This design comes from an exercise in tuning for small area and a short achievable clock period on the open sky130 flow, not from production work.
Function was checked by simulation only, so behaviour that the tests miss may differ from the original.
No activity file was given, so power comes from the tool's default toggle rates.

<file path="design/flow/design.v">
`timescale 1ns / 10ps
`timescale 1ns / 10ps
module PC1(
       clk,
		 rst,       
		 nextPC,		 
		 currPC);
		 input clk,rst;		 
		 input [16 - 1:0]nextPC;		  
		 output reg [16 - 1:0]currPC;
always @( posedge clk)
begin
if (rst) begin
	 currPC <= 16'h0000;
	end else begin
	 currPC <= nextPC;
	end
end
endmodule	
`timescale 1ns / 10ps
module alu(
   a,    
   b,    
   op,    
   imm,    
	zero,  
   out    
   );
   input [16-1:0] a, b;
   input [2:0] op;
   input [16-1:0] imm;
	output zero;
   output [16-1:0] out;
	reg zero;
	reg [16-1:0] out; 
always @(a or b or op or imm)
begin
   case(op)
       4'h0: out = a+b;
       4'h1: out = a - b;
       4'h2: out = a & b;
       4'h3:  out = a^b;
       4'h4: out = a << imm;
       4'h5: out = a >> imm;
       4'h6: out = a<=b;
       4'h7: out = a*b;       
       default: out = a*b;
   endcase
	zero = out==0;
end
endmodule
`timescale 1ns / 10ps
module control(
	input [3:0] inst, 
	output reg reg_dst,
	output reg write_en,
	output reg alu_src,
	output reg branch,
	output reg mem_write,
	output reg mem_read,
	output reg mem_to_reg,
	output reg [2:0] aluop,
	output reg jump,
	output reg jal,
	output reg jr
	);
	always@(*)
	begin
		reg_dst = 0;
		alu_src = 0;
		branch = 0;
		write_en = 0;
		mem_write = 0;
		mem_read = 0;
		mem_to_reg = 1;
		aluop = inst[2:0];
		jal = 0;
		jump = 0;
		jr = 0;
		case(inst)
			4'h8:
				begin
					mem_read = 1;
					alu_src = 1;
					write_en = 1;
					mem_to_reg = 0;
					aluop = 4'h0;
				end
			4'h9:
				begin
					reg_dst = 1;
					mem_write = 1;
					alu_src = 1;
					aluop = 4'h0;
				end
			4'ha:
				begin
					reg_dst = 1;
					branch = 1;
					aluop = 4'h1;
				end
			4'hc:
				begin
					jr = 1;
				end
			4'hb:
				begin
					jump = 1;
				end
			4'hd:
				begin
					jal = 1;
					jump = 1;
				end
			default:
				begin
					write_en=1;
					mem_to_reg=1;
				end
		endcase
	end
endmodule
`timescale 1ns / 10ps
module regfile (
	clk,
	rst,
	wen,
	raddr1, 
	raddr2, 
	waddr, 
	wdata, 
	rdata1,
	rdata2
	);
	input clk;
	input rst;
	input wen;
	input [4-1:0] raddr1; 
	input [4-1:0] raddr2; 
	input [4-1:0] waddr; 
	input [16-1:0] wdata; 
	output [16-1:0] rdata1;
	output [16-1:0] rdata2;
	reg [16-1:0] regdata [0:16-1];
integer i;
	always@(posedge clk)
		begin
			if(rst)
				begin
					for (i=0; i<16; i=i+1)
					regdata[i] <=0;
					regdata[1] <=5; 
					end
			else
				regdata[waddr] <= ((wen == 1)) ? wdata : regdata[waddr];
		end
	assign rdata1 = ((wen) && (waddr == raddr1)) ? wdata : regdata[raddr1];
	assign rdata2 = ((wen) && (waddr == raddr2)) ? wdata : regdata[raddr2];
endmodule 
`timescale 1ns / 10ps
module ID_EXE_stage (
	input  clk,  rst, 
	input [16-1:0] nextpc_in,
	input [16-1:0] aluin1_in,
	input [16-1:0] aluin2_in,
	input [16-1:0] rdata2_in,
	input [16-1:0] imm_in,
	input [4-1:0] waddr_in,
	input write_en_in,
	input branch_in,
	input mem_write_in,
	input mem_read_in,
	input mem_to_reg_in,
	input [2:0] aluop_in,
	output reg [16-1:0] nextpc_out,
	output reg [16-1:0] aluin1_out,
	output reg [16-1:0] aluin2_out,
	output reg [16-1:0] rdata2_out,
	output reg [16-1:0] imm_out,
	output reg [4-1:0] waddr_out,
	output reg write_en_out,
	output reg branch_out,
	output reg mem_write_out,
	output reg mem_read_out,
	output reg mem_to_reg_out,
	output reg [2:0] aluop_out
);
always @ (posedge clk) begin
	if(rst)
	begin
		nextpc_out			<= 0;
		aluin1_out 			<= 0;
		aluin2_out 			<= 0;
		rdata2_out			<= 0;
		imm_out 				<= 0;
		waddr_out 			<= 0;
		write_en_out		<= 0;
		branch_out			<= 0;
		mem_write_out		<= 0;
		mem_read_out		<= 0;
		mem_to_reg_out		<= 0;
		aluop_out			<= 0;
	end
   else
	begin
		nextpc_out			<= nextpc_in;
		aluin1_out 			<= aluin1_in;
		aluin2_out 			<= aluin2_in;
		rdata2_out			<= rdata2_in;
		imm_out 				<= imm_in;
		waddr_out 			<= waddr_in;
		write_en_out		<= write_en_in;
		branch_out			<= branch_in;
		mem_write_out		<= mem_write_in;
		mem_read_out		<= mem_read_in;
		mem_to_reg_out		<= mem_to_reg_in;
		aluop_out			<= aluop_in;
	end
end
endmodule
`timescale 1ns / 10ps
module EXE_MEM_stage(
	input clk,
	input rst,
	input [16-1:0] aluout_in,
	input [16-1:0] rdata2_in,
	input [4-1:0] waddr_in,
	input write_en_in,
	input mem_write_in,
	input mem_read_in,
	input mem_to_reg_in,
	output reg [16-1:0] aluout_out,
	output reg [16-1:0] rdata2_out,
	output reg [4-1:0] waddr_out,
	output reg write_en_out,
	output reg mem_write_out,
	output reg mem_read_out,
	output reg mem_to_reg_out
   );
	always @ (posedge clk) begin
		if(rst)
		begin
			aluout_out 		<= 0;
			rdata2_out 		<= 0;
			waddr_out		<= 0;
			write_en_out 	<= 0;
			mem_write_out 	<= 0;
			mem_read_out	<= 0;
			mem_to_reg_out <= 0;
		end
		else
		begin
			aluout_out	 	<= aluout_in;
			rdata2_out 		<= rdata2_in;
			waddr_out		<= waddr_in;
			write_en_out 	<= write_en_in;
			mem_write_out 	<= mem_write_in;
			mem_read_out	<= mem_read_in;
			mem_to_reg_out <= mem_to_reg_in;
		end
	end
endmodule
`timescale 1ns / 10ps
`timescale 1ns / 1ps
module MEM_WB_stage(
    input clk,
    input rst,
    input [16-1:0] mem_data_in,
    input [16-1:0] aluout_in,
	 input [4-1:0] waddr_in,
	 input write_en_in,
	 input mem_to_reg_in,
    output reg [16-1:0] mem_data_out,
    output reg [16-1:0] aluout_out,
	 output reg [4-1:0] waddr_out,
	 output reg write_en_out,
	 output reg mem_to_reg_out
    );
	 always @ (posedge clk) begin
		if(rst)
			begin
				mem_data_out 	<= 0;
				aluout_out		<= 0;
				waddr_out		<= 0;
				write_en_out	<= 0;
				mem_to_reg_out	<= 0;
			end
		else
			begin
				mem_data_out	<= mem_data_in;
				aluout_out		<= aluout_in;
				waddr_out		<= waddr_in;
				write_en_out	<= write_en_in;
				mem_to_reg_out	<= mem_to_reg_in;
			end	 
	end
endmodule
`timescale 1ns / 1ps
`timescale 1ns / 10ps
module MEM_delay(
    input clk,
    input rst,
    input [16-1:0] aluout_in,
	 input [4-1:0] waddr_in,
	 input write_en_in,
	 input mem_to_reg_in,
    output reg [16-1:0] aluout_out,
	 output reg [4-1:0] waddr_out,
	 output reg write_en_out,
	 output reg mem_to_reg_out
    );
	 always @ (posedge clk) begin
		if(rst)
			begin
				aluout_out		<= 0;
				waddr_out		<= 0;
				write_en_out	<= 0;
				mem_to_reg_out	<= 0;
			end
		else
			begin
				aluout_out		<= aluout_in;
				waddr_out		<= waddr_in;
				write_en_out	<= write_en_in;
				mem_to_reg_out	<= mem_to_reg_in;
			end	 
	end
endmodule
`timescale 1ns / 1ps
`timescale 1ns / 10ps
module pipelined_regfile_3stage(clk, rst, aluout,
	imem_addr, imem_rdata,
	dmem_raddr, dmem_rdata, dmem_wen, dmem_waddr, dmem_wdata);
input clk;				
input	rst;
output [16-1:0] imem_addr;
input  [16-1:0] imem_rdata;
output [16-1:0] dmem_raddr;
input  [16-1:0] dmem_rdata;
output dmem_wen;
output [16-1:0] dmem_waddr;
output [16-1:0] dmem_wdata;
wire [16-1:0]PCOUT;
wire [16-1:0] INST;
output [16-1:0] aluout;				
wire [16-1:0]PCIN;
PC1 pc(.clk(clk),.rst(rst),.nextPC(PCIN),.currPC(PCOUT)); 
wire [16-1:0]nextpc;
assign nextpc = PCOUT + 16'b1;  
reg [16-1:0] im_addr_r;
always @(posedge clk)
	if (rst) im_addr_r <= 0;
	else     im_addr_r <= PCOUT;
assign imem_addr = im_addr_r;
assign INST = imem_rdata; 
wire [4-1:0] opcode = INST[15:12];
wire [4-1:0] rs = INST[7:4];
wire [4-1:0] rt = INST[3:0];
wire [4-1:0] imm = INST[3:0];
wire [4-1:0] rd = INST[11:8];
wire reg_dst_ID;
wire branch_ID;
wire mem_write_ID;
wire mem_read_ID;
wire mem_to_reg_ID;
wire write_en_ID;
wire alu_src_ID;
wire [2:0] aluop;
wire [4-1:0] waddr_ID;
wire jump;
wire jal;
wire jr;
control C0 (.inst(opcode),
				.reg_dst(reg_dst_ID),
				.write_en(write_en_ID),
				.alu_src(alu_src_ID),
				.branch(branch_ID),
				.mem_write(mem_write_ID),
				.mem_read(mem_read_ID),
				.mem_to_reg(mem_to_reg_ID),
				.aluop(aluop),
				.jump(jump),
				.jr(jr),
				.jal(jal)
				);
wire write_en_WB;
wire [4-1:0] waddr_WB;
wire [4-1:0] readaddr1 = rs;
wire [4-1:0] readaddr2 = (reg_dst_ID)? rd : rt;
wire [16-1:0] rdata1;
wire [16-1:0] rdata2;
wire [16-1:0] writeback_data;
wire [16-1:0] pcsrc_addr;
wire [16-1:0] jump_addr = {{nextpc[15:11]},{INST[11:0]}};
wire [16-1:0] pcsrc_or_jump_addr = (jump)? jump_addr : pcsrc_addr;
assign PCIN = (jr)? rdata1 : pcsrc_or_jump_addr;
wire [4-1:0] waddr = (jal)? 15'hf : waddr_WB;
wire [16-1:0] wdata = (jal)? nextpc : writeback_data;
regfile  RF0 (.clk(clk),
					.rst(rst),
					.wen(write_en_WB),
					.raddr1(readaddr1),
					.raddr2(readaddr2),
					.waddr(waddr),
					.wdata(wdata),
					.rdata1(rdata1),
					.rdata2(rdata2)
					); 
wire [16-1:0] imm_extended;
assign imm_extended = {{13{imm[3]}},{imm[2:0]}};
wire [16-1:0] aluin1_ID = rdata1;
wire [16-1:0] aluin2_ID = (alu_src_ID)?imm_extended:rdata2;
wire [16-1:0] nextpc_EXE;
wire [16-1:0] aluin1_EXE;
wire [16-1:0] aluin2_EXE;
wire [16-1:0] rdata2_EXE;
wire [16-1:0] imm_EXE;
wire [4-1:0] waddr_EXE;
wire [2:0] aluop_EXE;
wire branch_EXE;
wire mem_write_EXE;
wire mem_read_EXE;
wire mem_to_reg_EXE;
wire write_en_EXE;
wire [16-1:0] aluout_EXE;
wire aluzero;
ID_EXE_stage id_exe_pipe(.clk(clk),
								 .rst(rst),
								 .nextpc_in(nextpc),
								 .aluin1_in(aluin1_ID),
								 .aluin2_in(aluin2_ID),
								 .rdata2_in(rdata2),
								 .waddr_in(rd),
								 .imm_in(imm_extended),
								 .write_en_in(write_en_ID),
								 .branch_in(branch_ID),
								 .mem_write_in(mem_write_ID),
								 .mem_read_in(mem_read_ID),
								 .mem_to_reg_in(mem_to_reg_ID),
								 .aluop_in(aluop),
								 .nextpc_out(nextpc_EXE),
								 .waddr_out(waddr_EXE),
								 .imm_out(imm_EXE),
								 .aluin1_out(aluin1_EXE),
								 .aluin2_out(aluin2_EXE),
								 .rdata2_out(rdata2_EXE),
								 .write_en_out(write_en_EXE),
								 .branch_out(branch_EXE),
								 .mem_write_out(mem_write_EXE),
								 .mem_read_out(mem_read_EXE),
								 .mem_to_reg_out(mem_to_reg_EXE),
								 .aluop_out(aluop_EXE)
								 );
wire [16-1:0] newaddr = nextpc_EXE + imm_EXE;
wire pc_src = branch_EXE & aluzero;
assign pcsrc_addr = (pc_src)? newaddr: nextpc;
alu ALU0 (  .a(aluin1_EXE),
				.b(aluin2_EXE),
				.op(aluop_EXE),
				.imm(imm_EXE),
				.zero(aluzero),
				.out(aluout_EXE)); 
wire [16-1:0] aluout_MEM;
wire [16-1:0] rdata2_MEM;
wire [16-1:0] mem_data_MEM;
wire [4-1:0] waddr_MEM;
wire write_en_MEM;
wire mem_write_MEM;
wire mem_read_MEM;
wire mem_to_reg_MEM;
EXE_MEM_stage exe_mem_pipe(.clk(clk),
									.rst(rst),
									.aluout_in(aluout_EXE),
									.rdata2_in(rdata2_EXE),
									.waddr_in(waddr_EXE),
									.write_en_in(write_en_EXE),
									.mem_write_in(mem_write_EXE),
									.mem_read_in(mem_read_EXE),
									.mem_to_reg_in(mem_to_reg_EXE),
									.aluout_out(aluout_MEM),
									.rdata2_out(rdata2_MEM),
									.waddr_out(waddr_MEM),
									.write_en_out(write_en_MEM),
									.mem_write_out(mem_write_MEM),
									.mem_read_out(mem_read_MEM),
									.mem_to_reg_out(mem_to_reg_MEM)
									);
wire [16-1:0] aluout_delayed_MEM;
wire [16-1:0] rdata2_delayed_MEM;
wire [4-1:0] waddr_delayed_MEM;
wire write_en_delayed_MEM;
wire mem_write_delayed_MEM;
wire mem_read_delayed_MEM;
wire mem_to_reg_delayed_MEM;
reg [16-1:0] dm_addr_r;
always @(posedge clk)
	if (rst) dm_addr_r <= 0;
	else     dm_addr_r <= aluout_MEM;
assign dmem_raddr = dm_addr_r;
assign mem_data_MEM = dmem_rdata;
assign dmem_wen = mem_write_MEM & ~rst;
assign dmem_waddr = aluout_MEM;
assign dmem_wdata = rdata2_MEM;
MEM_delay delay(.clk(clk),
					 .rst(rst),
					 .aluout_in(aluout_MEM),
					 .waddr_in(waddr_MEM),
					 .write_en_in(write_en_MEM),
					 .mem_to_reg_in(mem_to_reg_MEM),
					 .aluout_out(aluout_delayed_MEM),
					 .waddr_out(waddr_delayed_MEM),
					 .write_en_out(write_en_delayed_MEM),
					 .mem_to_reg_out(mem_to_reg_delayed_MEM)
					 );
wire mem_to_reg_WB;
wire [16-1:0] mem_data_WB;
wire [16-1:0] aluout_WB;
MEM_WB_stage mem_wb_pipe(
    .clk(clk),
    .rst(rst),
    .mem_data_in(mem_data_MEM),
    .aluout_in(aluout_delayed_MEM),
	 .waddr_in(waddr_delayed_MEM),
	 .write_en_in(write_en_delayed_MEM),
	 .mem_to_reg_in(mem_to_reg_delayed_MEM),
    .mem_data_out(mem_data_WB),
    .aluout_out(aluout_WB),
	 .waddr_out(waddr_WB),
	 .write_en_out(write_en_WB),
	 .mem_to_reg_out(mem_to_reg_WB)
    );
assign writeback_data = (mem_to_reg_WB) ? aluout_WB : mem_data_WB;
assign aluout = aluout_WB;
endmodule
</file>
<file path="design/flow/run.sh">
#!/bin/bash
# synth_recipe.tcl (not shown) runs the flow's synth.tcl, then flattens the netlist and writes it again
# the make line also repeats each setting of config.mk as NAME=value (left out here)
make -C /OpenROAD-flow-scripts/flow DESIGN_CONFIG=/design/flow/config.mk WORK_HOME=/design/flow/orfs CLKGATE_MAP_FILE= SYNTH_SCRIPT=/design/flow/synth_recipe.tcl finish
</file>
<file path="design/flow/config.mk">
export PLATFORM = sky130hd
export DESIGN_NAME = pipelined_regfile_3stage
export DESIGN_NICKNAME = pipelined_regfile_3stage
export VERILOG_FILES = /design/flow/design.v
export SDC_FILE = /design/flow/constraint.sdc
export NUM_CORES = 4
export LEC_CHECK = 0
export CAP_MARGIN = 20
export CORE_MARGIN = 2
export CORE_UTILIZATION = 40
export SLEW_MARGIN = 20
</file>
<file path="design/flow/constraint.sdc">
create_clock -name core_clock -period 8.0 [get_ports {clk}]
set_input_delay 1.6000 -clock core_clock [delete_from_list [all_inputs] [get_ports {clk}]]
set_output_delay 1.6000 -clock core_clock [all_outputs]
set_load 0.01 [all_outputs]
</file>
==> impl_metrics.csv <==
group,metric,value,unit
worst_hold_path,holdPathEnd,"exe_mem_pipe.mem_write_out",
clock_network,cts_buffers,53,
synth,ys_seq_elements,466,
grt,grt_overflow,0,
grt,grt_first_pass_wirelength,137,mm
clock_network,h-tree-depth,2,
cells_and_area,instances_no_fill,3681,
floorplan,initial_core_util,40.2,%
clock_network,clk_pin_slew,0.07,ns
placement,dpl.hpwl,65.0,mm
timing,min_period_over_period,90.5,%
worst_hold_path,worstHoldStart,"id_exe_pipe.mem_write_out",
setup_path,end_kind,"flip-flop",
grt,antenna_found_initial,2,
setup_path,cpPeakStageDelay,0.76,ns
power_and_ir_drop,pwr-share-clk,37.3,%
power_and_ir_drop,leakage,12.3,nW
timing,fin_tns_setup,0,ns
setup_path,r2r_setup_slack,0.76,ns
synth,synth_enable_flop_cells,256,
grt,grt_usage,25.3,%
placement,port_buffers,114,
synth,synth_area_leaders,"edfxtp_1 (27%), dfxtp_1 (15%), mux4_2 (13%), fa_1 (5.9%), nor2_1 (5.5%)",
floorplan,rows,97,
routing,vias,21261,
timing,hold_slack,0.434,ns
worst_hold_path,hold_path_class,"reg2reg",
worst_hold_path,holdPathStages,1,
power_and_ir_drop,pwr-share-seq,43.0,%
clock_network,clk_root_buffer_cell,"clkbuf_16",
outcome,status,"no timing/DRC/antenna violations",
setup_path,setup.worst_path.start_class,"flip-flop",
routing,wl_per_cell,24.8,um
timing,clock_skew,0.0323,ns
cells_and_area,synthToLayoutAreaGrowth,14.0,%
clock_network,cts_tree,"yes",
setup_path,cp_top_family,"adder cells",
clock_network,cts.sinks,466,
synth,syn-num-nets,2856,
cells_and_area,largest-register,"RF0.regdata",
cells_and_area,largest_register_ffs,256,
synth,synth_area_leader_cell,"edfxtp_1",
power_and_ir_drop,ir_worst_vdd,0.160,mV
setup_path,path_max_fanout,16,
cells_and_area,final_common_cell,"nor2_1",
setup_path,critPathBufInv,3,
cells_and_area,final_cell_mix,"nor2_1 (411), edfxtp_1 (256), nand2_1 (212)",
power_and_ir_drop,netSwitchingFraction,29.6,%
floorplan,die_w,269,um
placement,dp_cells,3583,
timing,max_slew.worst_pin.slew,1.17,ns
cells_and_area,diodes,0,
synth,yosys_warnings,9,
synth,synth_top_area_share,27.4,%
synth,synth_ff_type,"edfxtp_1",
floorplan,core_area,0.0698,mm2
routing,drt-total-wl,91.3,mm
synth,syn_inst,2642,
clock_network,ctsLongestPathBuffers,3,
grt,grt_pass1_vias,21332,
floorplan,die_h,269,um
synth,syn_area,0.0281,mm2
setup_path,r2r_end,"pc.currPC[14]",
timing,finalHoldViolations,0,
clock_network,clkLatencyLatePin,0.63,ns
setup_path,required,8.55,ns
setup_path,worstSetupPathType,"reg2reg",
setup_path,slowest_stage,"dfxtp_1",
floorplan,io_pins,115,
power_and_ir_drop,p_sw,0.00190,W
cells_and_area,fin_area,0.0320,mm2
power_and_ir_drop,combPwrFrac,19.7,%
power_and_ir_drop,p_int,0.00450,W
flow_run,drv_cap,0,
timing,layout_min_cycle_time,7.24,ns
setup_path,crit_top_cell,"fa_1",
power_and_ir_drop,power.total,0.00640,W
setup_path,rr_startpoint,"id_exe_pipe.aluin1_out[10]",
grt,grt_start_max_net_pins,74,
clock_network,cts_setup_buffers,0,
routing,firstDrtPassIters,5,
cells_and_area,drive_above_1_share,13.9,%
routing,drc,0,
timing,setup_violations,0,
synth,ys_seq_area_share,42.4,%
timing,slew_violations,0,
routing,ant_nets,0,
setup_path,reg2reg_depth,21,
synth,async_flop_share,0,%
timing,rsz0062_at_grt,"no",
cells_and_area,nNetsFinal,2912,
placement,dpl-instance-area,0.0303,mm2
synth,synth_cell_types,90,
timing,clock.fmax,0.138,GHz
timing,relSlewSlack,22.0,%
setup_path,crit_arrival,7.79,ns
clock_network,postCtsResizedCells,0,
routing,avgViaCountPerCell,5.78,
setup_path,crit_chain,"nand2_1 > fa_1 > fa_1 > fa_1 > fa_1 > inv_1 > fa_1 > inv_1 > fa_1 > inv_1 > ha_1 > nand2_1 > a211oi_1 > o21a_1 > o31ai_1 > a311oi_1 > nand2_1 > a211oi_2 > nand3_4 > mux2_4 > a211oi_2",
synth,avgSynthCellArea,10.6,um2
routing,dr.first_iter.drc_count,2129,
floorplan,dieArea,0.0723,mm2
power_and_ir_drop,power.density,200,mW/mm2
placement,place.gp.congestion,0.965,
clock_network,ctsHoldBuffers,0,
==> power by group through the flow <==
stage	registers (W)	logic, W	clock network [W]
detailed placement	0.00280	0.00124	0
floorplan	0.00275	0.000812	0
global placement	0.00279	0.00123	0
CTS	0.00275	0.00125	0.00242
finish	0.00275	0.00126	0.00239
global route	0.00276	0.00136	0.00252
==> routing by layer <==
metal / vias to the layer above / global-route usage [%] / part of all wire, %
li1: 9387 / - / -
met1: 10590 / 32.8 / 39
met3: 177 / 5.10 / 9.0
met5: - / 0 / 0.0077
met2: 1105 / 42.2 / 48
met4: 2 / 8.84 / 3.6
==> layout make-up <==
type | count | area, um2
multi-input combinational | 1822 | 14900
tap | 940 | 1180
timing repair buffer | 184 | 1660
clock buffer | 70 | 1450
fill | 6445 | 37800
inverter | 171 | 642
sequential | 466 | 11900
clock inverter | 28 | 256
==> worst reg2reg max path, stage by stage (launching register included) <==
cell and delay, ns:
dfxtp_1 0.76, nand2_1 0.18, fa_1 0.55, fa_1 0.58
fa_1 0.45, fa_1 0.56, inv_1 0.06, fa_1 0.48
inv_1 0.05, fa_1 0.48, inv_1 0.05, ha_1 0.34
nand2_1 0.07, a211oi_1 0.48, o21a_1 0.21, o31ai_1 0.14
a311oi_1 0.36, nand2_1 0.15, a211oi_2 0.28, nand3_4 0.31
mux2_4 0.41, a211oi_2 0.20
==> cells by family (layout without fill, tap and decap cells) <==
logic type,after synthesis,in the layout,synth area share [%]
adders and majority gates,180,180,10.2
and+or+nand+nor,979,979,16.2
buffers and inverters,354,453,4.95
xor gates and xnor gates,77,77,2.45
muxes,219,219,15.3
AOI/OAI and AO/OA,367,367,8.49
DFF,466,466,42.4
==> per-stage QoR <==
stage	util (%)	worst slack [ns]
after floorplan	-	1.57
after global placement	43.4	0.872
after detailed placement	43.4	0.797
after CTS	45.8	0.743
after global routing	45.9	0.375
final	45.9	0.759
==> worst max-delay path by stage <==
stage | cells after the start | startpoint | to
3_3_place_gp | 21 | id_exe_pipe.aluin1_out[10] | pc.currPC[14]
4_1_cts | 21 | id_exe_pipe.aluin1_out[10] | pc.currPC[14]
5_1_grt | 21 | id_exe_pipe.aluin1_out[11] | pc.currPC[14]
6_report | 21 | id_exe_pipe.aluin1_out[10] | pc.currPC[14]
2_1_floorplan | 24 | id_exe_pipe.aluin1_out[1] | pc.currPC[15]
3_5_place_dp | 21 | id_exe_pipe.aluin1_out[10] | pc.currPC[14]
==> cells in the mapped netlist (18+ instances only) <==
cell,count
a211oi_1,18
a21o_1,23
a21oi_1,127
and2_1,54
buf_1,22
buf_2,23
clkbuf_1,132
dfxtp_1,210
edfxtp_1,256
fa_1,83
ha_1,97
inv_1,169
mux2i_1,41
mux4_2,158
nand2_1,212
nand2b_1,32
nand3_1,45
nor2_1,411
nor2b_1,129
nor3_1,20
o211ai_1,19
o21ai_0,49
o22ai_1,20
xnor2_1,53
xor2_1,23

[static timing again, ports no longer ideal]
How much do the figures lean on ideal ports? The routed layout below was timed once more, with nothing changed but the port constraints. Step 1 sets driving cells, clkbuf_16 on the clock port and buf_2 on the other inputs (assumed; they add their load-dependent delay and slew). Step 2 moves the port delays by t, midway between the first and last clock arrival at a register: inputs arrive t later, outputs are due t later. That takes back most of the time a late clock gives input paths. Slacks: ideal / step 1 / step 2; pairs: ideal / step 1.
shift t [ns]: 0.678
setup WS [ns]: 0.759 / 0.759 / 0.759
worst setup path at the end: register to register
latest minus earliest clock arrival (ns): 0.033 / 0.032
After both steps this run still meets setup and hold. The setup slack of this run moves by 0.000 ns with the drivers and by 0.000 ns with both steps.
